What follows belongs to an exercise in optimizing a design on an open flow for small area, a short achievable clock period and few clock cycles; a production flow would make more cautious choices.
Where RTL was checked, it was by simulation tests only, not by an equivalence proof against the original.
Function not checked in runs 1 to 3: the RTL went through the layout flow alone.
Power and IR drop assume default switching activity.

===== design/flow/flow/run.sh =====
#!/bin/bash
# Layout flow: the standard flow, except that after the standard synthesis
# the combinational logic is mapped again without the adder cells (half and
# full adders), which are slower and larger here than plain gates. Every
# flip-flop instance of the standard synthesis is kept as it is (blackboxed
# during the remap), so the registers keep their names and cell types.
set -euo pipefail
P=${FLOW_PLATFORM:-sky130hd}
R=orfs/results/$P/qr_decode/base
L=orfs/logs/$P/qr_decode/base
YOSYS=${YOSYS_EXE:-$(command -v yosys || echo "$FLOW_HOME/../tools/install/yosys/bin/yosys")}
LIB=$FLOW_HOME/platforms/$P/lib/sky130_fd_sc_hd__tt_025C_1v80.lib

# 1. standard synthesis
bash standard.sh synth > flow_1_synth.log 2>&1

# 2. remap the combinational logic with the same abc command the synthesis used
cp "$R/1_2_yosys.v" flow_std_netlist.v
ABCLINE=$(grep -m1 '^abc -script' "$L/1_2_yosys.log")
{
  echo "read_liberty -ignore_miss_func $LIB"
  echo "read_verilog flow_std_netlist.v"
  echo "hierarchy -top $FLOW_TOP"
  grep -oE 'sky130_fd_sc_hd__[a-z0-9_]+' flow_std_netlist.v | sort -u | grep -E '__(e?dfx|df|dl|sdf|conb)' | sed 's/^/blackbox /'
  echo "flatten"
  echo "opt_clean"
  echo "$ABCLINE"
  echo "rename -hide w:*.*"
  echo "opt_clean -purge"
  echo "hilomap -singleton -hicell sky130_fd_sc_hd__conb_1 HI -locell sky130_fd_sc_hd__conb_1 LO"
  echo "insbuf -buf sky130_fd_sc_hd__buf_4 A X"
  echo "tee -o flow_remap_stat.txt stat -liberty $LIB"
  echo "write_verilog -noattr -nohex -nodec flow_remapped.v"
} > flow_remap.ys
"$YOSYS" -s flow_remap.ys > flow_2_remap.log 2>&1
# the written netlist, read back against the cell library, must be clean
"$YOSYS" -p "read_liberty -lib $LIB; read_verilog flow_remapped.v; hierarchy -top $FLOW_TOP; check -assert" > flow_2_check.log 2>&1

# the flip-flops must be the standard synthesis's, one for one
grep -oE 'sky130_fd_sc_hd__e?dfx[a-z]*_[0-9]+ [^ ]+' flow_std_netlist.v | sort > flow_ff_std.txt
grep -oE 'sky130_fd_sc_hd__e?dfx[a-z]*_[0-9]+ [^ ]+' flow_remapped.v | sort > flow_ff_new.txt
cmp flow_ff_std.txt flow_ff_new.txt

# 3. the rest of the standard flow from the remapped netlist
cp flow_remapped.v "$R/1_2_yosys.v"
touch "$R/1_2_yosys.v"
bash standard.sh > flow_3_layout.log 2>&1

===== design/flow/standard.sh =====
#!/bin/bash
# synth_recipe.tcl (not shown) runs the flow's synth.tcl, then flattens the netlist and writes it again
# the make line also repeats each setting of config.mk as NAME=value (left out here)
make -C /OpenROAD-flow-scripts/flow DESIGN_CONFIG=/design/flow/config.mk WORK_HOME=/design/flow/orfs CLKGATE_MAP_FILE= SYNTH_SCRIPT=/design/flow/synth_recipe.tcl "${@:-finish}"

===== design/flow/config.mk =====
export PLATFORM = sky130hd
export DESIGN_NAME = qr_decode
export DESIGN_NICKNAME = qr_decode
export VERILOG_FILES = /design/flow/design.v
export SDC_FILE = /design/flow/constraint.sdc
export NUM_CORES = 8
export LEC_CHECK = 0
export ABC_AREA = 1
export ABC_CLOCK_PERIOD_IN_PS = 3000
export CAP_MARGIN = 20
export CORE_MARGIN = 2
export CORE_UTILIZATION = 40
export SETUP_SLACK_MARGIN = 5
export SLEW_MARGIN = 20

===== design/flow/constraint.sdc =====
create_clock -name core_clock -period 8.0 [get_ports {clk}]
set_input_delay 1.6000 -clock core_clock [delete_from_list [all_inputs] [get_ports {clk}]]
set_output_delay 1.6000 -clock core_clock [all_outputs]
set_load 0.01 [all_outputs]

===== design/flow/design.v =====
module qr_decode(
    input clk,
    input srstn,
    input qr_decode_start,
    input [15:0] sram_rdata,
    output reg [9:0] sram_raddr,
    output reg decode_valid,
    output [7:0] decode_jis8_code,
    output reg qr_decode_finish
);
localparam S_IDLE = 4'd0, S_SCANA = 4'd1, S_SCANB = 4'd2, S_RIGHT = 4'd3,
           S_BLK = 4'd4, S_RING0 = 4'd5, S_RING1 = 4'd6, S_DEC2 = 4'd7,
           S_PROBE = 4'd8, S_ROT = 4'd9, S_DATA = 4'd10;
localparam [9:0] ADDR0 = {5'd1, 5'd2};
reg [3:0] state, state_n;
reg [9:0] raddr_n;
reg [3:0] bsel, bsel_n;         
reg [3:0] bselL, bselL_n;       
reg oor, oor_n;                 
reg [15:0] SA;
reg [14:0] SB;
wire srch = (state <= 4'd5);
wire [3:0] hA = SA[15:12];       
wire [3:0] hR = SA[11:8];        
wire [3:0] hC = SA[7:4];         
wire [3:0] hC2 = SA[3:0];
reg [3:0] hA_n, hR_n, hC_n, hC2_n;
reg [2:0] cnt, cnt_n;
wire [7:0] colacc = SB[14:7];
wire [7:0] rowacc = {1'b0, SB[6:0]};
reg [7:0] colacc_n, rowacc_n;
reg [6:0] xa, xa_n, ya, ya_n, xb, xb_n;
reg sL, sL_n, sR, sR_n;
reg tl, tl_n;
reg [1:0] rot, rot_n;
reg [2:0] m, m_n;
reg first, first_n;
reg strA, strA_n, strB, strB_n;    
reg [6:0] OX, OX_n, OY, OY_n;      
reg pv1, pv1_n, two1, two1_n, mR1, mR1_n, mL1, mL1_n;
reg [1:0] ft1, ft1_n, tg1, tg1_n;
reg pv, pv_n, two, two_n, mR, mR_n, mL, mL_n;
reg [1:0] ft, ft_n, tg, tg_n;      
wire [4:0] nc = SA[15:11];
wire [4:0] nr = SA[10:6];
wire nh = SA[5];
wire [1:0] late = SA[4:3];
reg [4:0] nc_n, nr_n;
reg nh_n;
reg [1:0] late_n;
wire [8:0] acc = SB[14:6];
wire [2:0] nacc = SA[2:0];
wire [4:0] rem = SB[5:1];
wire gotn = SB[0];
reg [8:0] acc_n;
reg [2:0] nacc_n;
reg [4:0] rem_n;
reg gotn_n, capn, capn_n;
reg valid_n, fin_n;
function [15:0] dec16;
    input [3:0] v;
    dec16 = 16'd1 << v;
endfunction
wire nz = |sram_rdata;
wire pbit = |(sram_rdata & dec16(bsel)) & ~oor;
wire lbit = |(sram_rdata & dec16(bselL));
wire [3:0] wcol = sram_rdata[3:0] | sram_rdata[7:4] | sram_rdata[11:8] | sram_rdata[15:12];
wire [3:0] wrow = {|sram_rdata[15:12], |sram_rdata[11:8], |sram_rdata[7:4], |sram_rdata[3:0]};
assign decode_jis8_code = nacc[0] ? acc[8:1] : acc[7:0];
function [2:0] ffs8;   
    input [7:0] v;
    casez (v)
        8'b???????1: ffs8 = 3'd0;
        8'b??????10: ffs8 = 3'd1;
        8'b?????100: ffs8 = 3'd2;
        8'b????1000: ffs8 = 3'd3;
        8'b???10000: ffs8 = 3'd4;
        8'b??100000: ffs8 = 3'd5;
        8'b?1000000: ffs8 = 3'd6;
        default:     ffs8 = 3'd7;
    endcase
endfunction
function [2:0] fls8;   
    input [7:0] v;
    casez (v)
        8'b1???????: fls8 = 3'd7;
        8'b01??????: fls8 = 3'd6;
        8'b001?????: fls8 = 3'd5;
        8'b0001????: fls8 = 3'd4;
        8'b00001???: fls8 = 3'd3;
        8'b000001??: fls8 = 3'd2;
        8'b0000001?: fls8 = 3'd1;
        default:     fls8 = 3'd0;
    endcase
endfunction
function [1:0] mod3;
    input [4:0] v;
    case (v)
        5'd0, 5'd3, 5'd6, 5'd9, 5'd12, 5'd15, 5'd18, 5'd21, 5'd24, 5'd27, 5'd30: mod3 = 2'd0;
        5'd1, 5'd4, 5'd7, 5'd10, 5'd13, 5'd16, 5'd19, 5'd22, 5'd25, 5'd28, 5'd31: mod3 = 2'd1;
        default: mod3 = 2'd2;
    endcase
endfunction
function div3odd;      
    input [4:0] v;
    case (v)
        5'd3, 5'd4, 5'd5, 5'd9, 5'd10, 5'd11, 5'd15, 5'd16, 5'd17,
        5'd21, 5'd22, 5'd23, 5'd27, 5'd28, 5'd29: div3odd = 1'b1;
        default: div3odd = 1'b0;
    endcase
endfunction
function mbit;
    input [2:0] mk;
    input [4:0] r, c;
    reg [1:0] r3, c3;
    reg z3, o3, s3, rc2;
    begin
        r3 = mod3(r);
        c3 = mod3(c);
        z3 = (r3 == 2'd0) || (c3 == 2'd0);
        o3 = (r3 == c3) && !z3;
        s3 = (r3 == 2'd0 && c3 == 2'd0) || (r3[0] && c3[1]) || (r3[1] && c3[0]);
        rc2 = r[0] & c[0];
        case (mk)
            3'd0: mbit = ~(r[0] ^ c[0]);
            3'd1: mbit = ~r[0];
            3'd2: mbit = (c3 == 2'd0);
            3'd3: mbit = s3;
            3'd4: mbit = ~(r[1] ^ div3odd(c));
            3'd5: mbit = ~rc2 & z3;
            3'd6: mbit = ~(rc2 ^ o3);
            default: mbit = ~((r[0] ^ c[0]) ^ o3);
        endcase
    end
endfunction
wire [2:0] fcol = ffs8(colacc);
wire [2:0] lcol = fls8(colacc);
wire [2:0] frow = ffs8(rowacc);
wire [4:0] hRm1 = {hR, 1'b0} - 5'd1;
wire [4:0] hCm1 = {hC, 1'b0} - 5'd1;
wire [6:0] xL_c = {hCm1, 2'b00} + {4'd0, fcol};
wire [6:0] yB_c = {hRm1, 2'b00} + {4'd0, frow};
wire [6:0] xR_c = {hC2, 3'b000} + {4'd0, lcol};
wire [6:0] xR1 = xR_c - 7'd1;
wire [6:0] yB1 = yB_c + 7'd1;
wire [2:0] yLo = {ya[2] ^ hRm1[0], ya[1:0]};
wire [6:0] y0_c = (yLo < frow) ? ya : yB_c;
wire [4:0] c1 = {hA, 1'b0};
wire [4:0] wlo = (c1 <= 5'd14) ? 5'd2 : c1 - 5'd12;
wire [4:0] whi = (c1 >= 5'd18) ? 5'd30 : c1 + 5'd12;
wire [4:0] arow = sram_raddr[9:5];
wire [4:0] acol = sram_raddr[4:0];
wire [4:0] aRow1 = arow + 5'd1;
wire [9:0] sa_miss = (acol >= 5'd23) ? {aRow1, (aRow1[1:0] == 2'd0) ? 5'd8 : {2'b00, aRow1[1:0], 1'b0}}
                                      : {arow, acol + 5'd8};
wire [4:0] r1 = SB[4:0];
function known;
    input [4:0] c, r, hr;
    known = (c[2:1] == r[1:0]) && (r < hr);
endfunction
wire [4:0] sbrow = (arow <= 5'd6) ? 5'd2 : arow - 5'd4 + {4'd0, arow[0]};
wire [4:0] sbcol = (acol <= 5'd14) ? 5'd2 : acol - 5'd12;
wire [9:0] sa_hit = {sbrow, known(sbcol, sbrow, arow) ? sbcol + 5'd2 : sbcol};
wire [4:0] cn1 = acol + 5'd2;
wire [5:0] cn = known(cn1, arow, r1) ? {1'b0, acol} + 6'd4 : {1'b0, acol} + 6'd2;
wire [4:0] rn = arow + 5'd2;
wire [9:0] sb_miss = (cn > {1'b0, whi}) ? {rn, known(wlo, rn, r1) ? wlo + 5'd2 : wlo} : {arow, cn[4:0]};
wire [9:0] sb_hit = (acol == 5'd30) ? {arow - 5'd1, 5'd29}
                                    : {arow, (acol >= 5'd18) ? 5'd30 : acol + 5'd12};
wire [4:0] cp1 = acol - 5'd2;
wire [4:0] cp = known(cp1, arow, r1) ? acol - 5'd4 : cp1;
wire rdone = (cp[4:1] <= hC);
wire [9:0] blk0 = {hRm1, hCm1};
wire [9:0] rt_miss = {arow, cp};
reg [4:0] ncR, nrr;
always @(*) begin
    ncR = nc;
    nrr = nr;
    if (~nc[1]) begin           
        if (nr == 5'd9 && (nc == 5'd24 || nc == 5'd20)) begin
            ncR = nc - 5'd2; nrr = 5'd9;
        end else if (nr == 5'd0) begin
            ncR = nc - 5'd2; nrr = 5'd0;
        end else if (nc == 5'd20 && nr == 5'd21)
            nrr = 5'd15;
        else if (nr == 5'd7)
            nrr = 5'd5;
        else
            nrr = nr - 5'd1;
    end else begin              
        if (nr == 5'd24) begin
            ncR = nc - 5'd2; nrr = 5'd24;
        end else if (nc == 5'd18 && nr == 5'd15)
            nrr = 5'd21;
        else if (nc == 5'd14 && nr == 5'd5)
            nrr = 5'd7;
        else
            nrr = nr + 5'd1;
    end
end
wire lonext = (nc == 5'd16) && (nr >= 5'd17) && (nr <= 5'd21);
wire [1:0] svv = sL ? 2'd2 : 2'd1;    
wire fmt = (nc <= 5'd4);
wire nstr = nc[1] ? strB : strA;
wire [4:0] mc = (nh && !fmt) ? nc - 5'd1 : nc;
wire [4:0] ax = rot[0] ? nr : mc;
wire [4:0] ay = rot[0] ? mc : nr;
wire negx = rot[0] ^ rot[1];
wire negy = rot[1];
wire [5:0] vx = sL ? {ax, 1'b0} : {1'b0, ax};
wire [5:0] vy = sL ? {ay, 1'b0} : {1'b0, ay};
wire [6:0] mOX = negx ? ~{1'b0, vx} : {1'b0, vx};
wire [6:0] mOY = negy ? ~{1'b0, vy} : {1'b0, vy};
wire [6:0] pbase = rot[0] ? ya : xa;
wire oc = sL & (pbase[1:0] == (rot[1] ? 2'd3 : 2'd1));
wire [6:0] k24 = sL ? 7'd48 : 7'd24;
wire [6:0] Ox = xa + (negx ? k24 : 7'd0) + {6'd0, oc & ~rot[0]};
wire [6:0] Oy = ya + (negy ? k24 : 7'd0) + {6'd0, oc & rot[0]};
wire [1:0] plow = pbase[1:0] + {1'b0, oc};
wire [1:0] plowB = sL ? plow : plow + 2'd2;
wire fA = rot[1] ? ({1'b0, plow} + {1'b0, svv}) > 3'd3 : plow < svv;
wire fB = rot[1] ? ({1'b0, plowB} + {1'b0, svv}) > 3'd3 : plowB < svv;
reg [1:0] cR3, cL3;
reg cRd, cLd;
always @(*) begin
    case (nc[4:1])
        4'd12: begin cR3 = 2'd0; cRd = 1'b0; cL3 = 2'd2; cLd = 1'b1; end    
        4'd11: begin cR3 = 2'd1; cRd = 1'b1; cL3 = 2'd0; cLd = 1'b1; end    
        4'd10: begin cR3 = 2'd2; cRd = 1'b0; cL3 = 2'd1; cLd = 1'b0; end    
        4'd9:  begin cR3 = 2'd0; cRd = 1'b0; cL3 = 2'd2; cLd = 1'b1; end    
        4'd8:  begin cR3 = 2'd1; cRd = 1'b1; cL3 = 2'd0; cLd = 1'b1; end    
        4'd7:  begin cR3 = 2'd2; cRd = 1'b0; cL3 = 2'd1; cLd = 1'b0; end    
        default: begin cR3 = 2'd0; cRd = 1'b0; cL3 = 2'd2; cLd = 1'b1; end  
    endcase
end
wire [1:0] r3 = mod3(nr);
wire zR = (r3 == 2'd0) || (cR3 == 2'd0);
wire zL = (r3 == 2'd0) || (cL3 == 2'd0);
wire oR = (r3 == cR3) && !zR;
wire oL = (r3 == cL3) && !zL;
wire sR3 = (r3 == 2'd0 && cR3 == 2'd0) || (r3[0] && cR3[1]) || (r3[1] && cR3[0]);
wire sL3 = (r3 == 2'd0 && cL3 == 2'd0) || (r3[0] && cL3[1]) || (r3[1] && cL3[0]);
reg mRc, mLc;
always @(*) begin
    case (m)     
        3'd0: begin mRc = ~nr[0];             mLc = nr[0]; end
        3'd1: begin mRc = ~nr[0];             mLc = ~nr[0]; end
        3'd2: begin mRc = (cR3 == 2'd0);      mLc = (cL3 == 2'd0); end
        3'd3: begin mRc = sR3;                mLc = sL3; end
        3'd4: begin mRc = ~(nr[1] ^ cRd);     mLc = ~(nr[1] ^ cLd); end
        3'd5: begin mRc = zR;                 mLc = ~nr[0] & zL; end
        3'd6: begin mRc = ~oR;                mLc = ~(nr[0] ^ oL); end
        default: begin mRc = ~(nr[0] ^ oR);   mLc = nr[0] ^ oL; end
    endcase
end
wire cinx = (state == S_DATA) & negx;
wire ciny = (state == S_DATA) & negy;
wire bsx = (state == S_DEC2 && !tl) || (state == S_PROBE && tl);
wire [8:0] px = {2'b00, bsx ? xb : xa} + {{2{OX[6]}}, OX} + {8'd0, cinx};
wire spaneq = (px[7:0] == {1'b0, xb});
wire [8:0] py = {2'b00, ya} + {{2{OY[6]}}, OY} + {8'd0, ciny};
reg [1:0] lx, ly;
always @(*) begin
    lx = px[1:0];
    ly = py[1:0];
    case (rot)
        2'd0: lx = px[1:0] - svv;
        2'd2: lx = px[1:0] + svv;
        2'd1: ly = py[1:0] - svv;
        default: ly = py[1:0] + svv;
    endcase
end
reg mRl, mLl;
always @(*) begin
    case (tg)
        2'd1: begin mRl = mbit(m, 5'd22, 5'd24); mLl = mbit(m, 5'd22, 5'd23); end
        2'd2: begin mRl = mbit(m, 5'd21, 5'd24); mLl = mbit(m, 5'd21, 5'd23); end
        2'd3: begin mRl = mbit(m, 5'd22, 5'd23); mLl = 1'b0; end
        default: begin mRl = mR; mLl = mL; end
    endcase
end
reg b1, b2;
reg [3:0] tot;
reg [8:0] accs;
reg stage2, issue;
always @(*) begin
    state_n = state;
    raddr_n = {py[6:2], px[6:2]};
    bsel_n = {py[1:0], px[1:0]};
    bselL_n = {ly, lx};
    oor_n = (px[8:7] != 2'b00) || (py[8:7] != 2'b00);
    hA_n = hA; hR_n = hR; hC_n = hC; hC2_n = hC2;
    cnt_n = cnt;
    colacc_n = ((cnt == 3'd0 || cnt == 3'd4) ? 8'd0 : colacc) | (cnt[0] ? {wcol, 4'd0} : {4'd0, wcol});
    rowacc_n = ((cnt == 3'd0 || cnt == 3'd4) ? 8'd0 : rowacc) | (cnt[1] ? {wrow, 4'd0} : {4'd0, wrow});
    xa_n = xa; ya_n = ya; xb_n = xb;
    sL_n = sL; sR_n = sR; tl_n = tl;
    rot_n = rot; m_n = m; first_n = 1'b0;
    strA_n = strA; strB_n = strB;
    OX_n = mOX; OY_n = mOY;
    pv1_n = 1'b0;
    two1_n = !fmt && !nh && !nstr;
    ft1_n = !fmt ? 2'd0 : (nc == 5'd4) ? 2'd1 : (nc == 5'd3) ? 2'd2 : 2'd3;
    mR1_n = nh ? mLc : mRc;
    mL1_n = mLc;
    tg1_n = (late == 2'd0) ? 2'd0 : nh ? 2'd3 : (nr == 5'd22) ? 2'd1 : 2'd2;
    pv_n = 1'b0; two_n = two1; ft_n = ft1; mR_n = mR1; mL_n = mL1; tg_n = tg1;
    late_n = (late != 2'd0) ? late - 2'd1 : 2'd0;
    nc_n = ncR; nr_n = nrr; nh_n = lonext;
    if (fmt) begin
        nr_n = nr; nh_n = 1'b0;
        if (nc == 5'd2) begin
            nc_n = 5'd24; nr_n = 5'd22;
            late_n = 2'd2;
        end else
            nc_n = nc - 5'd1;
    end else if (!nh && nstr) begin
        nc_n = nc; nr_n = nr; nh_n = 1'b1;
    end
    acc_n = acc; nacc_n = nacc; rem_n = rem; gotn_n = gotn; capn_n = 1'b0;
    valid_n = 1'b0; fin_n = 1'b0;
    b1 = 1'b0; b2 = 1'b0; tot = 4'd0; accs = acc;
    stage2 = 1'b0; issue = 1'b0;
    case (state)
    S_IDLE, S_SCANA: begin
        if (state == S_SCANA || qr_decode_start) begin
            hA_n = acol[4:1];
            rowacc_n[4:0] = arow;
            state_n = S_SCANA;
            raddr_n = sa_miss;
        end
    end
    S_SCANB: begin
        rowacc_n[4:0] = r1;
        hR_n = arow[4:1];
        hC_n = acol[4:1];
        hC2_n = 4'd15;
        cnt_n = 3'd0;
        raddr_n = sb_miss;
    end
    S_RIGHT: begin
        rowacc_n[4:0] = r1;
        hC2_n = nz ? acol[4:1] : hC;
        cnt_n = 3'd0;
        if (rdone)
            state_n = S_BLK;
        raddr_n = rdone ? blk0 : rt_miss;
    end
    S_BLK: begin
        cnt_n = cnt + 3'd1;
        if (cnt == 3'd4) begin
            xa_n = xL_c;
            ya_n = yB_c;
        end
        case (cnt)
            3'd0: raddr_n = {hRm1, hC, 1'b0};
            3'd1: raddr_n = {hR, 1'b0, hCm1};
            3'd2: raddr_n = {hR, 1'b0, hC, 1'b0};
            3'd3: raddr_n = {hRm1, hC2, 1'b0};
            3'd4: raddr_n = {hRm1, hC2, 1'b1};
            3'd5: raddr_n = {hR, 1'b0, hC2, 1'b0};
            3'd6: begin
                raddr_n = {hR, 1'b0, hC2, 1'b1};
                OX_n = 7'd1;
                OY_n = 7'd1;
            end
            default: begin
                stage2 = 1'b1;
                state_n = S_RING0;
            end
        endcase
    end
    S_RING0: begin
        sL_n = pbit;
        xb_n = xR_c;
        ya_n = y0_c;
        OX_n = pbit ? 7'd49 : 7'd24;
        raddr_n = {yB1[6:2], xR1[6:2]};
        bsel_n = {yB1[1:0], xR1[1:0]};
        oor_n = 1'b0;
        state_n = S_RING1;
    end
    S_RING1: begin
        state_n = S_DEC2;
        sR_n = pbit;
        if (pbit == sL && spaneq) begin
            cnt_n = 3'd0;
            tl_n = 1'b1;
            OX_n = sL ? 7'd10 : 7'd5;      
            OY_n = sL ? 7'd40 : 7'd20;
        end else if (sL & ~pbit) begin
            tl_n = 1'b1;
            cnt_n = 3'd4;
            OX_n = 7'd49;
            OY_n = 7'd49;
        end else begin
            tl_n = 1'b0;
            cnt_n = 3'd4;
            sL_n = pbit;
            sR_n = sL;
            OX_n = pbit ? 7'h4F : 7'h68;       
            OY_n = pbit ? 7'd49 : 7'd24;
        end
    end
    S_DEC2: begin
        stage2 = 1'b1;
        if (cnt[2]) begin
            state_n = S_PROBE;
            OX_n = 7'h68;                       
            if (!tl) begin
                xa_n = px[6:0];
                xb_n = xa;
            end
        end else begin
            state_n = S_ROT;
            OX_n = sL ? 7'd38 : 7'd19;     
            OY_n = sL ? 7'd40 : 7'd20;
        end
    end
    S_PROBE: begin
        if (pbit)
            rot_n = tl ? 2'd3 : 2'd2;
        else begin
            rot_n = tl ? 2'd2 : 2'd3;
            xa_n = tl ? px[6:0] : xb;
            sL_n = sR;
        end
        state_n = S_DATA;
    end
    S_ROT: begin
        cnt_n = cnt + 3'd1;
        stage2 = 1'b1;
        OX_n = sL ? 7'd10 : 7'd5;          
        OY_n = sL ? 7'd8 : 7'd4;
        rot_n = (cnt == 3'd0) ? 2'd1 : (cnt == 3'd1) ? 2'd0 : {1'b1, ~pbit};
        state_n = (cnt == 3'd2) ? S_DATA : S_ROT;    
    end
    S_DATA: begin
        stage2 = 1'b1;
        issue = 1'b1;
        if (first) begin
            xa_n = Ox;
            ya_n = Oy;
            strA_n = fA;
            strB_n = fB;
        end
        if (pv) begin
            b1 = pbit;
            b2 = lbit;
            if (ft == 2'd1) begin
                m_n[0] = ~b1;
            end else if (ft == 2'd2) begin
                m_n[1] = b1;
            end else if (ft == 2'd3) begin
                m_n[2] = ~b1;
            end else begin
                b1 = b1 ^ mRl;
                b2 = b2 ^ mLl;
                accs = two ? {acc[6:0], b1, b2} : {acc[7:0], b1};
                acc_n = accs;
                tot = {1'b0, nacc} + (two ? 4'd2 : 4'd1);
                nacc_n = tot[2:0];
                if (tot[3]) begin
                    nacc_n = {2'b00, tot[0]};
                    if (!gotn) begin
                        gotn_n = 1'b1;
                        capn_n = 1'b1;
                    end else begin
                        valid_n = 1'b1;
                        rem_n = rem - 5'd1;
                        if (rem == 5'd1) fin_n = 1'b1;
                    end
                end
            end
        end
        if (capn) rem_n = decode_jis8_code[4:0];
        if (fin_n) state_n = S_IDLE;
    end
    default: begin
        state_n = S_IDLE;
        raddr_n = ADDR0;
    end
    endcase
    if (state == S_PROBE || state == S_ROT) begin
        first_n = 1'b1;
        nc_n = 5'd4; nr_n = 5'd8; nh_n = 1'b0; late_n = 2'd0;
        nacc_n = 3'd0; gotn_n = 1'b0;
    end
    if (issue)
        pv1_n = 1'b1;
    if (stage2)
        pv_n = pv1;
    if (fin_n || (state == S_IDLE && !qr_decode_start))
        raddr_n = ADDR0;
end
wire scanning = (state == S_SCANA) || (state == S_IDLE && qr_decode_start) ||
                (state == S_SCANB) || (state == S_RIGHT);
wire scanhit = nz & scanning;
wire [9:0] raddr_hit = (state == S_SCANB) ? sb_hit : (state == S_RIGHT) ? blk0 : sa_hit;
wire [3:0] state_hit = (state == S_SCANB) ? ((acol == 5'd30) ? S_BLK : S_RIGHT) :
                       (state == S_RIGHT) ? S_BLK : S_SCANB;
wire rothit = pbit & (state == S_ROT);
always @(posedge clk) begin
    if (~srstn) begin
        state <= S_IDLE;
        sram_raddr <= ADDR0;
    end else begin
        state <= scanhit ? state_hit : rothit ? S_DATA : state_n;
        sram_raddr <= scanhit ? raddr_hit : raddr_n;
    end
end
always @(posedge clk) begin
    if (~srstn) begin
        decode_valid <= 1'b0;
        qr_decode_finish <= 1'b0;
    end else begin
        decode_valid <= valid_n;
        qr_decode_finish <= fin_n;
    end
end
always @(posedge clk) begin
    bsel <= bsel_n; bselL <= bselL_n; oor <= oor_n;
    cnt <= cnt_n;
    SA <= srch ? {hA_n, hR_n, hC_n, hC2_n} : {nc_n, nr_n, nh_n, late_n, nacc_n};
    SB <= srch ? {colacc_n, rowacc_n[6:0]} : {acc_n, rem_n, gotn_n};
    xa <= xa_n; ya <= ya_n; xb <= xb_n;
    sL <= sL_n; sR <= sR_n; tl <= tl_n;
    rot <= rot_n; m <= m_n; first <= first_n;
    strA <= strA_n; strB <= strB_n;
    OX <= OX_n; OY <= OY_n;
    pv1 <= pv1_n; two1 <= two1_n; ft1 <= ft1_n; mR1 <= mR1_n; mL1 <= mL1_n; tg1 <= tg1_n;
    pv <= pv_n; two <= two_n; ft <= ft_n; mR <= mR_n; mL <= mL_n; tg <= tg_n;
    capn <= capn_n;
end
endmodule

==> results of run 1 <==
[final timing paths]
check / start / endpoint / slack [ps] / cells after the start
setup / recovery: sram_rdata[10] / sram_raddr[1] / 4840 / 13
hold reg to reg: ft1[1] / ft[1] / 330 / 0
hold / removal: ft1[1] / ft[1] / 330 / 0
setup reg to reg: SB[0] / sram_raddr[6] / 4960 / 13
[metal layers]
layer,GRT usage,vias up,routed length [um]
li1,-,6426,-
met1,0.421,6244,19800
met2,0.539,714,22400
met3,0.0492,149,4170
met4,0.171,0,2890
met5,0,-,0
[cell type report]
type | count | area (sq um)
Fill cell | 2850 | 13600
Multi-Input combinational cell | 1387 | 7550
Sequential cell | 124 | 3170
Timing Repair Buffer | 151 | 1310
Inverter | 272 | 1050
Tap cell | 378 | 473
Clock buffer | 17 | 425
Clock inverter | 15 | 163
[worst max-delay path, stage by stage]
cell,delay (ps)
buf_12,110
nor4_4,340
inv_2,120
nor4_4,360
inv_2,100
nand2_4,120
nand4_1,150
clkinv_2,100
nand3_2,80
nor3_2,130
nand3_1,110
o21ai_1,90
nand2_1,60
[through the flow]
| step | std cells | power (mW) | hold slack [ps] |
|---|---|---|---|
| 3_3_place_gp | 2206 | 4.29 | 311 |
| 5_1_grt | 2344 | 6.08 | 326 |
| 3_5_place_dp | 2206 | 4.31 | 312 |
| 2_1_floorplan | 1836 | 3.29 | 310 |
| 4_1_cts | 2295 | 5.32 | 324 |
| 6_report | 2344 | 5.70 | 325 |
[report_power, final]
group | switching (mW) | leakage, nW | internal (mW)
Sequential | 0.321 | 1.09 | 0.968
Clock | 0.335 | 0.286 | 0.464
Combinational | 2.40 | 5.07 | 1.21
Total | 3.06 | 6.45 | 2.64
[flip-flops by register name, indices dropped and copies added (netlist names), 7 cells and up]
register and cells:
OX 7, OY 7, SA 16, SB 15, sram_raddr 10, xa 7, xb 7, ya 7
[repair_timing]
item | in CTS | in global routing
gates cloned | 1 | 1
setup buffers | 56 | 48
hold endpoints to repair | 0 | 0
endpoints found under the setup margin | 82 | 53
pin swaps | 34 | 41
resized for setup | 218 | 133
==> flow_summary.json, run 1 <==
{
  "setup_viol": 0,
  "fin_util": 0.510,
  "drt_iter0_drc": 1309,
  "critPathLaunchType": "input pin",
  "mostFrequentLayoutCell": "nand2_1",
  "tns_ps": 0,
  "antenna_found_initial": 0,
  "required_ps": 8320,
  "grt_overflow": 0,
  "synthesis.area_sq_um": 11200,
  "grtUsageTotal": 0.330,
  "end_kind": "register",
  "drtPass1Iterations": 6,
  "io_buffers": 38,
  "arrival_ps": 3480,
  "htree_num_levels": 4,
  "grt_pass1_wl_mm": 72.9,
  "worst_pin_slew_ps": 919,
  "rsz0062_at_grt": "yes",
  "drc": 0,
  "synth_fp_nets": 1855,
  "postRouteWirelength_mm": 49.3,
  "ioPinCount": 39,
  "dieArea_sq_um": 29500,
  "clk_path_buf_depth": 2,
  "hold_violations": 0,
  "clock.fmax_mhz": 316,
  "cts_tree": "done",
  "setup_slack_ps": 4840,
  "synth_cells": 1836,
  "ant_nets": 0,
  "clock_latency_ps": 440,
  "max_cap_violations": 0,
  "drive_gt1_frac": 0.201,
  "power.density_nw_per_um2": 403,
  "status": "no timing/DRC/antenna violations",
  "grt_pass1_vias": 12300,
  "die_w_um": 172,
  "core-area_sq_um": 27700,
  "vdd_drop_max_mv": 0.155,
  "via_count": 13500,
  "syn_to_final_growth_pct": 25.7,
  "die_h_um": 172,
  "rows": 61,
  "grt_max_degree": 27,
  "pre_cts_slack_ps": 3310,
  "timing.final.crit_share": 0.395,
  "path_class": "input pin to register",
  "design_area_sq_um": 14100,
  "synth_warnings": 1,
  "final-max-slew-violation-count": 0,
  "wire_per_inst_um": 21.0,
  "p_leak_nw": 6.45,
  "root_buffer": "clkbuf_16",
  "final_cell_mix": "nand2_1, inv_1, nor2_1",
  "dp_hpwl_mm": 36.9,
  "hold_class": "register to register",
  "relSlewSlack": 0.381,
  "vias_per_cell": 5.77,
  "cts.sinks": 124,
  "fin_nets": 1972,
  "diodes": 0,
  "fin_worst_skew_ps": 14.7,
  "place_congestion": 1.03,
  "place_area_sq_um": 12000,
  "path_max_fanout": 7,
  "min_period_ps": 3160,
  "initial_utilization": 0.406,
  "syn_area_per_cell_sq_um": 6.12,
  "clk_pin_slew_worst_paths_ps": 60,
  "numCtsBuffers": 17,
  "cts_hold_buf": 0
}
==> inputs of run 2 (changes only) <==
--- a/design/flow/design.v
+++ b/design/flow/design.v
@@ -66,7 +66,9 @@
 wire lbit = |(sram_rdata & dec16(bselL));
 wire [3:0] wcol = sram_rdata[3:0] | sram_rdata[7:4] | sram_rdata[11:8] | sram_rdata[15:12];
 wire [3:0] wrow = {|sram_rdata[15:12], |sram_rdata[11:8], |sram_rdata[7:4], |sram_rdata[3:0]};
-assign decode_jis8_code = nacc[0] ? acc[8:1] : acc[7:0];
+reg rt, rt_n;
+assign decode_jis8_code = acc[7:0];
+wire [8:0] accb = rt ? {8'd0, acc[8]} : acc;
 function [2:0] ffs8;   
     input [7:0] v;
     casez (v)
@@ -153,25 +155,14 @@
 wire [4:0] aRow1 = arow + 5'd1;
 wire [9:0] sa_miss = (acol >= 5'd23) ? {aRow1, (aRow1[1:0] == 2'd0) ? 5'd8 : {2'b00, aRow1[1:0], 1'b0}}
                                       : {arow, acol + 5'd8};
-wire [4:0] r1 = SB[4:0];
-function known;
-    input [4:0] c, r, hr;
-    known = (c[2:1] == r[1:0]) && (r < hr);
-endfunction
 wire [4:0] sbrow = (arow <= 5'd6) ? 5'd2 : arow - 5'd4 + {4'd0, arow[0]};
-wire [4:0] sbcol = (acol <= 5'd14) ? 5'd2 : acol - 5'd12;
-wire [9:0] sa_hit = {sbrow, known(sbcol, sbrow, arow) ? sbcol + 5'd2 : sbcol};
-wire [4:0] cn1 = acol + 5'd2;
-wire [5:0] cn = known(cn1, arow, r1) ? {1'b0, acol} + 6'd4 : {1'b0, acol} + 6'd2;
-wire [4:0] rn = arow + 5'd2;
-wire [9:0] sb_miss = (cn > {1'b0, whi}) ? {rn, known(wlo, rn, r1) ? wlo + 5'd2 : wlo} : {arow, cn[4:0]};
+wire [9:0] sa_hit = {sbrow, (acol <= 5'd14) ? 5'd2 : acol - 5'd12};
+wire [9:0] sb_miss = (acol == whi) ? {arow + 5'd2, wlo} : {arow, acol + 5'd2};
 wire [9:0] sb_hit = (acol == 5'd30) ? {arow - 5'd1, 5'd29}
                                     : {arow, (acol >= 5'd18) ? 5'd30 : acol + 5'd12};
-wire [4:0] cp1 = acol - 5'd2;
-wire [4:0] cp = known(cp1, arow, r1) ? acol - 5'd4 : cp1;
-wire rdone = (cp[4:1] <= hC);
+wire rdone = (acol[4:1] == hC + 4'd1);
 wire [9:0] blk0 = {hRm1, hCm1};
-wire [9:0] rt_miss = {arow, cp};
+wire [9:0] rt_miss = {arow, acol - 5'd2};
 reg [4:0] ncR, nrr;
 always @(*) begin
     ncR = nc;
@@ -317,7 +308,7 @@
     end else if (!nh && nstr) begin
         nc_n = nc; nr_n = nr; nh_n = 1'b1;
     end
-    acc_n = acc; nacc_n = nacc; rem_n = rem; gotn_n = gotn; capn_n = 1'b0;
+    acc_n = acc; rt_n = rt; nacc_n = nacc; rem_n = rem; gotn_n = gotn; capn_n = 1'b0;
     valid_n = 1'b0; fin_n = 1'b0;
     b1 = 1'b0; b2 = 1'b0; tot = 4'd0; accs = acc;
     stage2 = 1'b0; issue = 1'b0;
@@ -325,13 +316,11 @@
     S_IDLE, S_SCANA: begin
         if (state == S_SCANA || qr_decode_start) begin
             hA_n = acol[4:1];
-            rowacc_n[4:0] = arow;
             state_n = S_SCANA;
             raddr_n = sa_miss;
         end
     end
     S_SCANB: begin
-        rowacc_n[4:0] = r1;
         hR_n = arow[4:1];
         hC_n = acol[4:1];
         hC2_n = 4'd15;
@@ -339,7 +328,6 @@
         raddr_n = sb_miss;
     end
     S_RIGHT: begin
-        rowacc_n[4:0] = r1;
         hC2_n = nz ? acol[4:1] : hC;
         cnt_n = 3'd0;
         if (rdone)
@@ -456,12 +444,17 @@
             end else begin
                 b1 = b1 ^ mRl;
                 b2 = b2 ^ mLl;
-                accs = two ? {acc[6:0], b1, b2} : {acc[7:0], b1};
+                accs = two ? {accb[6:0], b1, b2} : {accb[7:0], b1};
                 acc_n = accs;
+                rt_n = 1'b0;
                 tot = {1'b0, nacc} + (two ? 4'd2 : 4'd1);
                 nacc_n = tot[2:0];
                 if (tot[3]) begin
                     nacc_n = {2'b00, tot[0]};
+                    if (tot[0]) begin
+                        acc_n = {accs[0], accs[8:1]};
+                        rt_n = 1'b1;
+                    end
                     if (!gotn) begin
                         gotn_n = 1'b1;
                         capn_n = 1'b1;
@@ -484,7 +477,7 @@
     if (state == S_PROBE || state == S_ROT) begin
         first_n = 1'b1;
         nc_n = 5'd4; nr_n = 5'd8; nh_n = 1'b0; late_n = 2'd0;
-        nacc_n = 3'd0; gotn_n = 1'b0;
+        nacc_n = 3'd0; gotn_n = 1'b0; rt_n = 1'b0;
     end
     if (issue)
         pv1_n = 1'b1;
@@ -530,6 +523,6 @@
     OX <= OX_n; OY <= OY_n;
     pv1 <= pv1_n; two1 <= two1_n; ft1 <= ft1_n; mR1 <= mR1_n; mL1 <= mL1_n; tg1 <= tg1_n;
     pv <= pv_n; two <= two_n; ft <= ft_n; mR <= mR_n; mL <= mL_n; tg <= tg_n;
-    capn <= capn_n;
+    capn <= capn_n; rt <= rt_n;
 end
 endmodule
==> flow_summary.json, run 2 <==
{
  "wire_per_inst_um": 19.8,
  "root_buffer": "clkbuf_16",
  "dp_hpwl_mm": 33.0,
  "dp_cells": 2051,
  "postRouteWirelength_mm": 43.6,
  "diodes": 0,
  "top_register": "SA",
  "final-max-slew-violation-count": 0,
  "grtUsageTotal": 0.306,
  "required_ps": 8150,
  "arrival_ps": 3190,
  "htree_num_levels": 4,
  "clock_latency_ps": 440,
  "synth_warnings": 1,
  "crit_chain": "buf_6 -> nand4_1 -> o21ai_2 -> nor3_2 -> o2111ai_2 -> nand3_4 -> buf_12 -> inv_8 -> a221oi_4 -> buf_12",
  "vdd_drop_max_mv": 0.168,
  "relSlewSlack": 0.354,
  "io_buffers": 38,
  "synth_cells": 1722,
  "place_area_sq_um": 11400,
  "drive_gt1_frac": 0.185,
  "max_cap_violations": 0,
  "dieArea_sq_um": 28000,
  "die_h_um": 167,
  "hold_class": "register to register",
  "status": "no timing/DRC/antenna violations",
  "place_congestion": 0.988,
  "initial_utilization": 0.409,
  "via_count": 12800,
  "syn_to_final_growth_pct": 27.1,
  "grt_pass1_vias": 11700,
  "path_max_fanout": 8,
  "grt_overflow": 0,
  "path_buf_inv": 4,
  "cts.sinks": 125,
  "synth_fp_nets": 1741,
  "critPathLaunchType": "input pin",
  "cts_tree": "done",
  "design_area_sq_um": 13600,
  "tns_ps": 0,
  "rows": 59,
  "final_cell_mix": "nand2_1, inv_1, nor2_1",
  "synthesis.area_sq_um": 10700,
  "mostFrequentLayoutCell": "nand2_1",
  "vias_per_cell": 5.80,
  "die_w_um": 167,
  "worst_pin_slew_ps": 965,
  "path_class": "input pin to register",
  "fin_nets": 1873,
  "largestRegisters": "SA (16), SB (15), sram_raddr (10)",
  "min_period_ps": 3040,
  "fin_worst_skew_ps": 12.4,
  "p_leak_nw": 5.99,
  "clk_pin_slew_worst_paths_ps": 60,
  "end_kind": "register",
  "clock.fmax_mhz": 329,
  "syn_area_per_cell_sq_um": 6.20,
  "fin_util": 0.520,
  "ioPinCount": 39,
  "clk_path_buf_depth": 2,
  "power.density_nw_per_um2": 395,
  "drtPass1Iterations": 21,
  "rsz0062_at_grt": "yes",
  "setup_viol": 0,
  "numCtsBuffers": 17,
  "hold_violations": 0,
  "drc": 0,
  "cp_common_cell": "buf_12",
  "cp_slowest_cell": "a221oi_4",
  "final_cells": 2202,
  "timing.final.crit_share": 0.379,
  "grt_max_degree": 26,
  "largest_reg_flops": 16,
  "antenna_found_initial": 2,
  "fillers": 2663,
  "core-area_sq_um": 26100,
  "critPathTopFamily": "simple AND/OR/NAND/NOR gates",
  "power.total_mw": 5.37,
  "cpPeakStageDelay_ps": 290,
  "drt_iter0_drc": 1527,
  "grt_pass1_wl_mm": 66.6,
  "ant_nets": 0
}
run 2: cell types whose count changed in the layout (fill, tap and decap cells not counted), moves of 8 or more:
| cell | before | now |
|---|---|---|
| nand3_1 | 139 | 90 |
| clkdlybuf4s50_1 | 6 | 14 |
| buf_6 | 27 | 13 |
| buf_4 | 84 | 110 |
| nand2_1 | 433 | 379 |
| buf_2 | 17 | 6 |
| nand3_2 | 18 | 8 |
| nand2_2 | 33 | 14 |
| nor2_1 | 179 | 198 |
| nor2_4 | 18 | 26 |
| a21oi_1 | 82 | 101 |
| inv_2 | 36 | 24 |
run 2: worst reg2reg max path: cells and delay by family, from the launching register on:
| kind | cells | cell delay (ps) |
|---|---|---|
| simple gates | 7 | 1310 |
| buf+inv | 5 | 700 |
| compound gates | 3 | 520 |
| flops | 1 | 380 |
run 2: where the power goes:
group / total [mW] / switching (mW) / internal [mW]
Clock: 0.835 / 0.340 / 0.496
Sequential: 1.23 / 0.270 / 0.963
Combinational: 3.30 / 2.13 / 1.17
run 2: cell type report:
cell class	instances	area, sq um	area share
clock inverter	15	183	0.0135
inverter	269	1070	0.0785
timing repair buffer	162	1390	0.102
tap	335	419	0.0309
multi-input combinational	1279	6900	0.508
clock buffer	17	425	0.0313
sequential	125	3200	0.235
run 2: final timing paths:
| kind | from | endpoint | slack (ps) | depth (start not counted) |
|---|---|---|---|---|
| worst max-delay path | sram_rdata[11] | xa[1] | 4960 | 10 |
| worst min-delay path | tg1[0] | tg[0] | 320 | 0 |
| worst max register to register | state[1] | sram_raddr[8] | 5020 | 15 |
| worst min register to register | tg1[0] | tg[0] | 320 | 0 |
run 2: layer usage:
layer / track usage / vias to the layer above / wire (um)
met5: 0 / - / 25
met4: 0.146 / 4 / 2100
met3: 0.0466 / 151 / 3580
met2: 0.487 / 697 / 19500
met1: 0.409 / 5899 / 18400
li1: - / 6031 / -
run 2: per-stage QoR:
stage | hold slack [ps] | worst slack [ps]
3_5_place_dp | 314 | 3610
6_report | 323 | 4960
2_1_floorplan | 310 | 4660
4_1_cts | 321 | 4890
3_3_place_gp | 311 | 3660
5_1_grt | 328 | 4840
run 2: timing repair:
item                                    4_1_cts  5_1_grt
endpoints found under the setup margin       80       53
endpoints found under the hold margin         0        0
hold buffers                                  0        0
pin swaps                                    35       49
buffers inserted                             63       56
resized for setup                           135      152
==> inputs of run 3 (changes only) <==
--- a/design/flow/design.v
+++ b/design/flow/design.v
@@ -152,10 +152,18 @@
 wire [4:0] whi = (c1 >= 5'd18) ? 5'd30 : c1 + 5'd12;
 wire [4:0] arow = sram_raddr[9:5];
 wire [4:0] acol = sram_raddr[4:0];
-wire [4:0] aRow1 = arow + 5'd1;
-wire [9:0] sa_miss = (acol >= 5'd23) ? {aRow1, (aRow1[1:0] == 2'd0) ? 5'd8 : {2'b00, aRow1[1:0], 1'b0}}
-                                      : {arow, acol + 5'd8};
-wire [4:0] sbrow = (arow <= 5'd6) ? 5'd2 : arow - 5'd4 + {4'd0, arow[0]};
+reg [4:0] cst;           
+always @(*) begin
+    case (acol)
+        5'd2, 5'd12, 5'd22: cst = 5'd4;
+        5'd4, 5'd14, 5'd24: cst = 5'd6;
+        5'd6, 5'd16, 5'd26: cst = 5'd8;
+        5'd8, 5'd18, 5'd28: cst = 5'd10;
+        default:            cst = 5'd2;
+    endcase
+end
+wire [9:0] sa_miss = (acol >= 5'd21) ? {arow + 5'd1, cst} : {arow, acol + 5'd10};
+wire [4:0] sbrow = (arow <= 5'd7) ? 5'd2 : arow - 5'd5 + {4'd0, ~arow[0]};
 wire [9:0] sa_hit = {sbrow, (acol <= 5'd14) ? 5'd2 : acol - 5'd12};
 wire [9:0] sb_miss = (acol == whi) ? {arow + 5'd2, wlo} : {arow, acol + 5'd2};
 wire [9:0] sb_hit = (acol == 5'd30) ? {arow - 5'd1, 5'd29}
==> flow_summary.json, run 3 <==
{
  "multiInputGateArea_sq_um": 6950,
  "top_register": "SA",
  "htree_num_levels": 4,
  "required_ps": 8340,
  "rsz0062_at_grt": "yes",
  "grt_overflow": 0,
  "final_cells": 2207,
  "core-area_sq_um": 27000,
  "status": "no timing/DRC/antenna violations",
  "initial_utilization": 0.408,
  "synth_fp_nets": 1784,
  "fillers": 2793,
  "wire_per_inst_um": 20.2,
  "dp_hpwl_mm": 33.6,
  "relSlewSlack": 0.420,
  "final-max-slew-violation-count": 0,
  "cts_tree": "done",
  "diodes": 0,
  "drc": 0,
  "path_class": "input pin to register",
  "drt_iter0_drc": 1420,
  "ant_nets": 0,
  "cp_slowest_cell": "clkinvlp_4",
  "grt_pass1_vias": 11800,
  "numCtsBuffers": 17,
  "path_max_fanout": 6,
  "clock_latency_ps": 450,
  "pre_cts_slack_ps": 3140,
  "vias_per_cell": 5.87,
  "fin_worst_skew_ps": 19.7,
  "mostFrequentLayoutCell": "nand2_1",
  "root_buffer": "clkbuf_16",
  "clk_pin_slew_worst_paths_ps": 70,
  "setup_slack_ps": 4760,
  "drtPass1Iterations": 6,
  "power.density_nw_per_um2": 358,
  "drive_gt1_frac": 0.167,
  "timing.final.crit_share": 0.405,
  "tns_ps": 0,
  "largestRegisters": "SA (16), SB (15), sram_raddr (10)",
  "cts.sinks": 128,
  "hold_class": "register to register",
  "gr-usage-met1": 0.404,
  "min_period_ps": 3240,
  "arrival_ps": 3580,
  "crit_chain": "buf_8 -> inv_4 -> nand4_1 -> nor2_2 -> nand3_4 -> nand3b_1 -> clkinvlp_4 -> a21oi_2 -> o21ai_2 -> a21oi_2 -> buf_4 -> o21ai_0 -> nand3_1 -> nand2_1",
  "seq_area_sq_um": 3250,
  "io_buffers": 38,
  "place_area_sq_um": 11600,
  "gr-usage-met3": 0.0550,
  "gr-max-usage-layer": "met2",
  "final_cell_mix": "nand2_1, inv_1, nor2_1",
  "design_area_sq_um": 13400,
  "syn_to_final_growth_pct": 22.2,
  "worst_pin_slew_ps": 868,
  "fin_nets": 1872,
  "die_h_um": 170,
  "reg2regPathDepth": 15,
  "clock.fmax_mhz": 308,
  "dp_cells": 2089,
  "p_leak_nw": 5.97,
  "clk_path_buf_depth": 2,
  "max_cap_violations": 0,
  "vdd_drop_max_mv": 0.188,
  "power.total_mw": 4.80,
  "grt_pass1_wl_mm": 67.3,
  "hold_depth": 0,
  "via_count": 13000,
  "cts_hold_buf": 0,
  "postRouteWirelength_mm": 44.6,
  "rows": 60,
  "largest_reg_flops": 16,
  "die_w_um": 170,
  "end_kind": "register",
  "synth_cells": 1765,
  "grtUsageTotal": 0.306,
  "synth_warnings": 1,
  "grt.met2_usage": 0.496,
  "grt_max_degree": 24,
  "cpPeakStageDelay_ps": 240,
  "dieArea_sq_um": 28800,
  "syn_area_per_cell_sq_um": 6.23,
  "place_congestion": 0.985,
  "critPathLaunchType": "input pin",
  "hold_violations": 0,
  "cp_common_cell": "a21oi_2",
  "synthesis.area_sq_um": 11000,
  "ioPinCount": 39,
  "antenna_found_initial": 0,
  "setup_viol": 0
}
==> run 3: per-stage QoR <==
stage          hold slack (ps)   util
2_1_floorplan              310      -
3_3_place_gp               310  0.432
3_5_place_dp               312  0.432
4_1_cts                    328  0.475
5_1_grt                    332  0.498
6_report                   326  0.498
==> run 3: per-layer routing <==
metal | up-vias | wire, um | part of all wire
met5 | - | 0 | 0
met3 | 140 | 3700 | 0.083
met1 | 6056 | 18700 | 0.42
met2 | 650 | 20100 | 0.45
met4 | 0 | 2010 | 0.045
li1 | 6113 | - | -
==> run 3: power breakdown <==
| group | total (mW) | internal (mW) | switching [mW] |
|---|---|---|---|
| Clock | 0.815 | 0.482 | 0.333 |
| Sequential | 1.24 | 0.960 | 0.280 |
| Combinational | 2.75 | 0.923 | 1.83 |
| Total | 4.80 | 2.36 | 2.44 |
==> run 3: repair_timing <==
item                                    in CTS  in global routing
gates resized for setup                    164                105
endpoints found under the setup margin      82                 48
pin swaps                                   20                 20
buffers inserted                            55                 31
==> run 3: area by class of cell <==
type	instances	area share
Multi-Input combinational cell	1315	0.518
Sequential cell	128	0.242
Timing Repair Buffer	127	0.0851
Inverter	264	0.0787
Clock buffer	21	0.0375
Tap cell	341	0.0318
Clock inverter	11	0.00727
==> run 3: path summary, 6_finish.rpt <==
kind                                      from      to  slack, ps
worst min register to register          tg1[0]   tg[0]        330
worst max register to register          SB[11]  cst[3]       4840
worst min-delay path                    tg1[0]   tg[0]        330
worst max-delay path            sram_rdata[13]  cst[3]       4760
==> run 3: worst max-delay path: cells and delay by family <==
kind / cells / cell delay (ps)
AO/OA/AOI/OAI: 4 / 590
buffers and inverters: 4 / 550
AND/OR/NAND/NOR: 6 / 830
==> inputs of run 4 (changes only) <==
--- a/design/flow/design.v
+++ b/design/flow/design.v
@@ -152,16 +152,7 @@
 wire [4:0] whi = (c1 >= 5'd18) ? 5'd30 : c1 + 5'd12;
 wire [4:0] arow = sram_raddr[9:5];
 wire [4:0] acol = sram_raddr[4:0];
-reg [4:0] cst;           
-always @(*) begin
-    case (acol)
-        5'd2, 5'd12, 5'd22: cst = 5'd4;
-        5'd4, 5'd14, 5'd24: cst = 5'd6;
-        5'd6, 5'd16, 5'd26: cst = 5'd8;
-        5'd8, 5'd18, 5'd28: cst = 5'd10;
-        default:            cst = 5'd2;
-    endcase
-end
+wire [4:0] cst = (acol == 5'd30) ? 5'd2 : acol - 5'd18;
 wire [9:0] sa_miss = (acol >= 5'd21) ? {arow + 5'd1, cst} : {arow, acol + 5'd10};
 wire [4:0] sbrow = (arow <= 5'd7) ? 5'd2 : arow - 5'd5 + {4'd0, ~arow[0]};
 wire [9:0] sa_hit = {sbrow, (acol <= 5'd14) ? 5'd2 : acol - 5'd12};
--- a/design/flow/flow/run.sh
+++ b/design/flow/flow/run.sh
@@ -16,7 +16,7 @@
 
 # 2. remap the combinational logic with the same abc command the synthesis used
 cp "$R/1_2_yosys.v" flow_std_netlist.v
-ABCLINE=$(grep -m1 '^abc -script' "$L/1_2_yosys.log")
+ABCLINE=$(grep -m1 '^abc -script' "$L/1_2_yosys.log" | sed "s#-script [^ ]*#-script $PWD/flow/abc_remap.script#")
 {
   echo "read_liberty -ignore_miss_func $LIB"
   echo "read_verilog flow_std_netlist.v"
==> design/flow/flow/abc_remap.script (new file) <==
strash
ifraig
dc2
&get -n
&dch -f
&nf -R 1000
&put
topo
stime -c
buffer -c
upsize -c
dnsize -c
==> flow_summary.json, run 4 <==
{
  "synthesis.area_sq_um": 10300,
  "synth_warnings": 1,
  "r2r_slack_ps": 3960,
  "synth_cells": 1348,
  "die_h_um": 164,
  "core-area_sq_um": 25200,
  "fin_worst_skew_ps": 11.5,
  "clock_latency_ps": 440,
  "p_seq_frac": 0.245,
  "path_class": "register to register",
  "dp_hpwl_mm": 27.6,
  "p_comb_frac": 0.602,
  "syn_area_per_cell_sq_um": 7.61,
  "drtPass1Iterations": 7,
  "clk_pin_slew_worst_paths_ps": 70,
  "diodes": 0,
  "relSlewSlack": 0.319,
  "place_area_sq_um": 10800,
  "min_period_ps": 4040,
  "drc": 0,
  "cts_tree": "done",
  "grt_overflow": 0,
  "critPathLaunchType": "register",
  "ioPinCount": 39,
  "cpPeakStageDelay_ps": 360,
  "path_max_fanout": 5,
  "postRouteWirelength_mm": 40.7,
  "power.density_nw_per_um2": 392,
  "wire_per_inst_um": 22.8,
  "required_ps": 8130,
  "grt_max_degree": 42,
  "status": "no timing/DRC/antenna violations",
  "hold_class": "register to register",
  "crit_chain": "nand2b_4 -> nor3_4 -> a21oi_4 -> mux2_4 -> and2_4 -> nor2_2 -> maj3_2 -> maj3_2 -> maj3_2 -> nor2_4 -> a21oi_4 -> a21oi_4 -> xnor2_4 -> xor2_2 -> nor2_4 -> nor2b_4 -> nor2_2 -> and2_4 -> inv_2 -> a211oi_2",
  "setup_viol": 0,
  "largestRegisters": "SA (16), SB (15), sram_raddr (10)",
  "vias_per_cell": 6.34,
  "rsz0062_at_grt": "yes",
  "ant_nets": 0,
  "grt_pass1_wl_mm": 60.0,
  "pwr-share-clk": 0.153,
  "mostFrequentLayoutCell": "nand2_1",
  "worst_pin_slew_ps": 1010,
  "final_cell_mix": "nand2_1, nor2_1, buf_4",
  "hold_violations": 0,
  "fin_nets": 1460,
  "via_count": 11300,
  "tns_ps": 0,
  "drt_iter0_drc": 1611,
  "drive_gt1_frac": 0.239,
  "p_sw_frac": 0.476,
  "arrival_ps": 4170,
  "p_leak_nw": 4.80,
  "clk_path_buf_depth": 2,
  "largest_reg_flops": 16,
  "max_cap_violations": 0,
  "htree_num_levels": 4,
  "path_buf_inv": 1,
  "timing.final.crit_share": 0.505,
  "syn_to_final_growth_pct": 26.5,
  "initial_utilization": 0.407,
  "final-max-slew-violation-count": 0,
  "antenna_found_initial": 0,
  "cp_slowest_cell": "dfxtp_4",
  "dieArea_sq_um": 26900,
  "io_buffers": 38,
  "numCtsBuffers": 17,
  "root_buffer": "clkbuf_16",
  "vdd_drop_max_mv": 0.168,
  "cts.sinks": 125,
  "die_w_um": 164,
  "synth_fp_nets": 1367,
  "critPathTopFamily": "simple AND/OR/NAND/NOR gates",
  "top_register": "SA",
  "rows": 58,
  "end_kind": "register",
  "design_area_sq_um": 13000,
  "grtUsageTotal": 0.293,
  "power.switching_mw": 2.42,
  "clock.fmax_mhz": 247,
  "intPower_mw": 2.67,
  "place_congestion": 1.02,
  "grt_pass1_vias": 10200
}
==> run 4: layout make-up <==
cell class	count	area, sq um
fill	2361	12200
inverter	24	98.8
tap	330	413
timing repair buffer	176	1510
sequential	125	3210
clock inverter	14	120
multi-input combinational	1097	7180
clock buffer	18	450
==> run 4: metal layers <==
metal  track usage  wire, um  vias to the layer above
met5             0         0                        -
met4         0.126      1920                        0
met3        0.0482      3820                      153
met2         0.450     17900                      755
met1         0.404     17000                     5283
li1              -         -                     5117
==> run 4: worst paths after layout <==
path              startpoint   to  cells after the start
setup / recovery    state[2]   sL                     20
hold / removal          two1  two                      0
setup reg to reg    state[2]   sL                     20
hold reg to reg         two1  two                      0
==> run 4: repair_timing <==
item                                    4_1_cts  5_1_grt
buffers inserted                             81       41
gates resized for setup                     165       81
pin swaps                                    41       44
hold buffers                                  0        0
endpoints found under the setup margin       82       43
gates cloned                                  1        2
==> run 4: per-stage QoR <==
stage	total power [mW]	std cells	setup WS [ps]	hold WS (ps)	utilization
detailed placement	3.57	1627	3320	312	0.430
floorplan	2.89	1348	3950	310	-
global route	5.34	1784	3820	314	0.516
finish	5.09	1784	3960	317	0.516
global placement	3.58	1627	3480	312	0.430
CTS	4.68	1741	3920	314	0.491
==> run 4: power groups by stage <==
stage / Sequential, mW / Combinational, mW / Clock [mW]
final: 1.25 / 3.07 / 0.776
after global routing: 1.28 / 3.26 / 0.807
after CTS: 1.23 / 2.66 / 0.786
after detailed placement: 1.38 / 2.19 / 0
after global placement: 1.38 / 2.20 / 0
after floorplan: 1.07 / 1.82 / 0
==> run 4: worst register-to-register path: cells and delay by family, from the launching register on <==
kind                       cells  cell delay (ps)
xor gates and xnor gates       2              360
and+or+nand+nor                9             1170
muxes                          1              240
AOI/OAI and AO/OA              4              580
buffers and inverters          1               40
adders and majority gates      3             1000
DFF                            1              360
Testbench counts of run 4, summed over its fixed seeds: cycles 38,313.
==> inputs of run 5 (changes only) <==
--- a/design/flow/flow/run.sh
+++ b/design/flow/flow/run.sh
@@ -16,7 +16,7 @@
 
 # 2. remap the combinational logic with the same abc command the synthesis used
 cp "$R/1_2_yosys.v" flow_std_netlist.v
-ABCLINE=$(grep -m1 '^abc -script' "$L/1_2_yosys.log" | sed "s#-script [^ ]*#-script $PWD/flow/abc_remap.script#")
+ABCLINE=$(grep -m1 '^abc -script' "$L/1_2_yosys.log")
 {
   echo "read_liberty -ignore_miss_func $LIB"
   echo "read_verilog flow_std_netlist.v"
--- a/design/flow/config.mk
+++ b/design/flow/config.mk
@@ -12,3 +12,4 @@
 export CORE_UTILIZATION = 40
 export SETUP_SLACK_MARGIN = 5
 export SLEW_MARGIN = 20
+export TNS_END_PERCENT = 0
removed: design/flow/flow/abc_remap.script
==> flow_summary.json, run 5 <==
{
  "status": "no timing/DRC/antenna violations",
  "required_ps": 6400,
  "place_area_sq_um": 11500,
  "power.density_nw_per_um2": 354,
  "p_leak_nw": 5.58,
  "cts_hold_buf": 0,
  "place_congestion": 1.01,
  "clock_latency_ps": 440,
  "fin_worst_skew_ps": 19.7,
  "synthesis.area_sq_um": 10800,
  "end_kind": "output pin",
  "diodes": 0,
  "dp_cells": 2061,
  "final_cells": 2154,
  "timing.final.crit_share": 0.386,
  "htree_num_levels": 4,
  "critPathLaunchType": "register",
  "path_buf_inv": 1,
  "hp-start": "two1",
  "cp_slowest_cell": "clkdlybuf4s50_1",
  "cts.sinks": 125,
  "arrival_ps": 1490,
  "drtPass1Iterations": 8,
  "ioPinCount": 39,
  "final-max-slew-violation-count": 0,
  "holdPathEnd": "two",
  "synth_warnings": 1,
  "final_cell_mix": "nand2_1, inv_1, nor2_1",
  "wire_per_inst_um": 19.8,
  "grt_pass1_vias": 11500,
  "clk_pin_slew_worst_paths_ps": 70,
  "core-area_sq_um": 26800,
  "hold_depth": 0,
  "tns_ps": 0,
  "synth_cells": 1732,
  "reg2regPathDepth": 11,
  "largest_reg_flops": 16,
  "via_count": 12400,
  "drt_iter0_drc": 1254,
  "cts_tree": "done",
  "synth_fp_nets": 1751,
  "path_class": "register to output pin",
  "clock.fmax_mhz": 324,
  "rows": 60,
  "setup_slack_ps": 4910,
  "vias_per_cell": 5.78,
  "rsz0062_at_grt": "yes",
  "r2r-start": "state[2]",
  "root_buffer": "clkbuf_16",
  "postRouteWirelength_mm": 42.7,
  "io_buffers": 38,
  "crit_chain": "clkdlybuf4s50_1",
  "hold_violations": 0,
  "pre_cts_slack_ps": 3590,
  "mostFrequentLayoutCell": "nand2_1",
  "clk_path_buf_depth": 2,
  "die_h_um": 169,
  "cp-startpoint": "sram_raddr[6]",
  "grtUsageTotal": 0.298,
  "timing.rr.end": "sram_raddr[3]",
  "initial_utilization": 0.404,
  "top_register": "SA",
  "drc": 0,
  "fin_nets": 1819,
  "design_area_sq_um": 12700,
  "vdd_drop_max_mv": 0.154,
  "power.total_mw": 4.50,
  "r2r_slack_ps": 5020,
  "grt_pass1_wl_mm": 65.6,
  "max_cap_violations": 0,
  "worst_pin_slew_ps": 789,
  "die_w_um": 169,
  "path_max_fanout": 9,
  "cpPeakStageDelay_ps": 580,
  "syn_area_per_cell_sq_um": 6.26,
  "critPathTopFamily": "buffers and inverters",
  "drive_gt1_frac": 0.131,
  "syn_to_final_growth_pct": 17.4,
  "relSlewSlack": 0.474,
  "grt_max_degree": 27,
  "antenna_found_initial": 0,
  "grt_overflow": 0,
  "ant_nets": 0,
  "dieArea_sq_um": 28400,
  "hold_class": "register to register",
  "largestRegisters": "SA (16), SB (15), sram_raddr (10)",
  "min_period_ps": 3090,
  "setup_viol": 0,
  "dp_hpwl_mm": 32.7,
  "numCtsBuffers": 17
}
==> run 5: layout make-up <==
class                           count  area [sq um]
Clock buffer                       18           429
Sequential cell                   125          3170
Clock inverter                     14           144
Tap cell                          341           427
Timing Repair Buffer              104           835
Multi-Input combinational cell   1293          6710
Inverter                          259          1000
Fill cell                        2796         14100
==> run 5: worst max-delay path by stage <==
stage	slack (ps)	cells after the start	end
after floorplan	4860	13	sram_raddr[8]
after global placement	3600	12	sL
after detailed placement	3590	12	sL
after CTS	4810	12	sL
after global routing	4830	13	sL
final	4910	1	sram_raddr[6]
==> run 5: layer usage <==
layer | routed length [um] | track usage | part of all wire
met5 | 0 | 0 | 0
met4 | 1680 | 0.121 | 0.039
met3 | 3450 | 0.0479 | 0.081
met2 | 19400 | 0.481 | 0.45
met1 | 18300 | 0.398 | 0.43
==> run 5: stage by stage <==
stage	hold WS [ps]	utilization
floorplan	310	-
detailed placement	312	0.428
finish	325	0.475
global route	322	0.475
global placement	310	0.428
CTS	325	0.458
==> run 5: report_power, final <==
group	switching [mW]	internal, mW
sequential	0.285	0.926
clock	0.330	0.459
combinational	1.66	0.835
total	2.28	2.22
==> run 5: repair_timing <==
action                                  4_1_cts  5_1_grt
resized for setup                            53       81
cloned                                        0        1
endpoints found under the setup margin       77       79
buffers inserted                             19       41
pin swaps                                    14       22
==> inputs of run 6 (changes only) <==
--- a/design/flow/config.mk
+++ b/design/flow/config.mk
@@ -10,6 +10,7 @@
 export CAP_MARGIN = 20
 export CORE_MARGIN = 2
 export CORE_UTILIZATION = 40
+export GPL_ROUTABILITY_DRIVEN = 0
 export SETUP_SLACK_MARGIN = 5
 export SLEW_MARGIN = 20
 export TNS_END_PERCENT = 0
==> flow_summary.json, run 6 <==
{
  "path_buf_inv": 1,
  "synthesis.area_sq_um": 10800,
  "multiInputGateArea_sq_um": 6710,
  "grt_pass1_wl_mm": 64.1,
  "numCtsBuffers": 17,
  "postRouteWirelength_mm": 41.9,
  "holdPathEnd": "ft[1]",
  "grt_overflow": 0,
  "clock.fmax_mhz": 323,
  "p_leak_nw": 5.59,
  "cts.sinks": 125,
  "r2r_slack_ps": 4940,
  "fin_util": 0.475,
  "rsz0062_at_grt": "yes",
  "synth_warnings": 1,
  "crit_chain": "clkdlybuf4s50_1",
  "path_max_fanout": 9,
  "htree_num_levels": 4,
  "reg2regPathDepth": 19,
  "max_cap_violations": 0,
  "dieArea_sq_um": 28400,
  "clk_pin_slew_worst_paths_ps": 70,
  "hold_depth": 0,
  "initial_utilization": 0.404,
  "vias_per_cell": 5.92,
  "largestRegisters": "SA (16), SB (15), sram_raddr (10)",
  "grtUsageTotal": 0.287,
  "fin_worst_skew_ps": 15.7,
  "r2r-start": "state[0]",
  "timing.final.crit_share": 0.388,
  "required_ps": 6400,
  "tns_ps": 0,
  "clk_path_buf_depth": 2,
  "end_kind": "output pin",
  "cts_tree": "done",
  "path_class": "register to output pin",
  "power.density_nw_per_um2": 356,
  "grt_pass1_vias": 11500,
  "arrival_ps": 1500,
  "synth_fp_nets": 1751,
  "hp-start": "ft1[1]",
  "drt_iter0_drc": 1653,
  "grt_max_degree": 27,
  "top_register": "SA",
  "critPathTopFamily": "buffers and inverters",
  "largest_reg_flops": 16,
  "vdd_drop_max_mv": 0.168,
  "syn_to_final_growth_pct": 17.4,
  "setup_viol": 0,
  "die_w_um": 169,
  "ioPinCount": 39,
  "antenna_found_initial": 1,
  "cpPeakStageDelay_ps": 580,
  "seq_area_sq_um": 3170,
  "die_h_um": 169,
  "synth_cells": 1732,
  "drive_gt1_frac": 0.130,
  "rows": 60,
  "fin_nets": 1814,
  "io_buffers": 38,
  "syn_area_per_cell_sq_um": 6.26,
  "drc": 0,
  "dp_hpwl_mm": 31.7,
  "timing.rr.end": "cnt[2]",
  "hold_violations": 0,
  "cts_hold_buf": 0,
  "relSlewSlack": 0.469,
  "final_cell_mix": "nand2_1, inv_1, nor2_1",
  "drtPass1Iterations": 6,
  "mostFrequentLayoutCell": "nand2_1",
  "worst_pin_slew_ps": 796,
  "fillers": 2766,
  "pre_cts_slack_ps": 3540,
  "min_period_ps": 3100,
  "wire_per_inst_um": 19.5,
  "via_count": 12700,
  "ant_nets": 0,
  "hold_class": "register to register",
  "final-max-slew-violation-count": 0,
  "critPathLaunchType": "register",
  "root_buffer": "clkbuf_16",
  "status": "no timing/DRC/antenna violations",
  "clock_latency_ps": 450,
  "cp_slowest_cell": "clkdlybuf4s50_1",
  "core-area_sq_um": 26800,
  "setup_slack_ps": 4900
}
[run 6: per-layer routing]
layer | track usage | routed length, um | part of all wire | vias to the layer above
li1 | - | - | - | 5974
met1 | 0.390 | 17600 | 0.42 | 5856
met2 | 0.451 | 18600 | 0.44 | 768
met3 | 0.0549 | 4050 | 0.096 | 126
met4 | 0.117 | 1710 | 0.041 | 0
met5 | 0 | 0 | 0 | -
[run 6: worst max path at each step]
stage / depth (start not counted) / start / end
CTS: 13 / sram_rdata[9] / sL
global placement: 12 / sram_rdata[9] / sL
detailed placement: 12 / sram_rdata[9] / sL
global route: 10 / sram_rdata[13] / SB[6]
floorplan: 13 / sram_rdata[10] / sram_raddr[8]
finish: 1 / sram_raddr[6] / sram_raddr[6]
[run 6: worst reg2reg max path: cells and delay by family (launching register included)]
kind | cells | cell delay, ps
AND/OR/NAND/NOR | 15 | 1920
buffers and inverters | 3 | 440
AO/OA/AOI/OAI | 1 | 80
flip-flops | 1 | 380
[run 6: through the flow]
stage	instance area [sq um]	hold WS [ps]	instances	power [mW]
after detailed placement	11500	316	2061	3.43
after floorplan	10900	310	1732	2.73
final	12700	326	2150	4.52
after global routing	12700	334	2149	4.81
after CTS	12300	327	2110	4.29
after global placement	11500	311	2061	3.41
[run 6: timing repair]
| action | 4_1_cts | 5_1_grt |
|---|---|---|
| gates resized for setup | 45 | 90 |
| pin swaps | 14 | 19 |
| cloned | 0 | 1 |
| setup endpoints to repair | 79 | 72 |
| buffers inserted | 17 | 38 |
[run 6: final cells by class]
cell class                      instances  area share
Multi-Input combinational cell       1293       0.528
Sequential cell                       125       0.249
Inverter                              259      0.0788
Timing Repair Buffer                   99      0.0641
Clock buffer                           19      0.0374
Tap cell                              341      0.0335
Clock inverter                         13     0.00925
Antenna cell                            1    0.000197
[run 6: report_power, final]
group,internal (mW),switching (mW)
combinational,0.846,1.68
clock,0.446,0.356
sequential,0.925,0.275

static timing again, ports no longer ideal:
The flow's constraints put no driver on any port. The routed layouts listed below were extracted and timed again, unchanged, in two steps.
Step 1 sets driving cells, clkbuf_16 on the clock port and buf_2 on the other inputs (assumed; they add their load-dependent delay and slew).
Step 2 also shifts input and output timing later by t, the mid clock arrival at the registers, as if the neighbouring blocks saw the same clock.
Slacks: ideal ports / drivers / drivers and shift; pairs: ideal ports / drivers.
run	t, ns	setup WS [ns]
run 1	0.477	4.840 / 4.838 / 4.360
run 2	0.482	4.964 / 4.973 / 4.497
run 3	0.487	4.758 / 4.769 / 4.281
run 4	0.481	3.958 / 3.958 / 3.958
run 5	0.479	4.914 / 4.865 / 4.467
run 6	0.492	4.900 / 4.850 / 4.459
After both steps setup and hold are still met in every run listed.
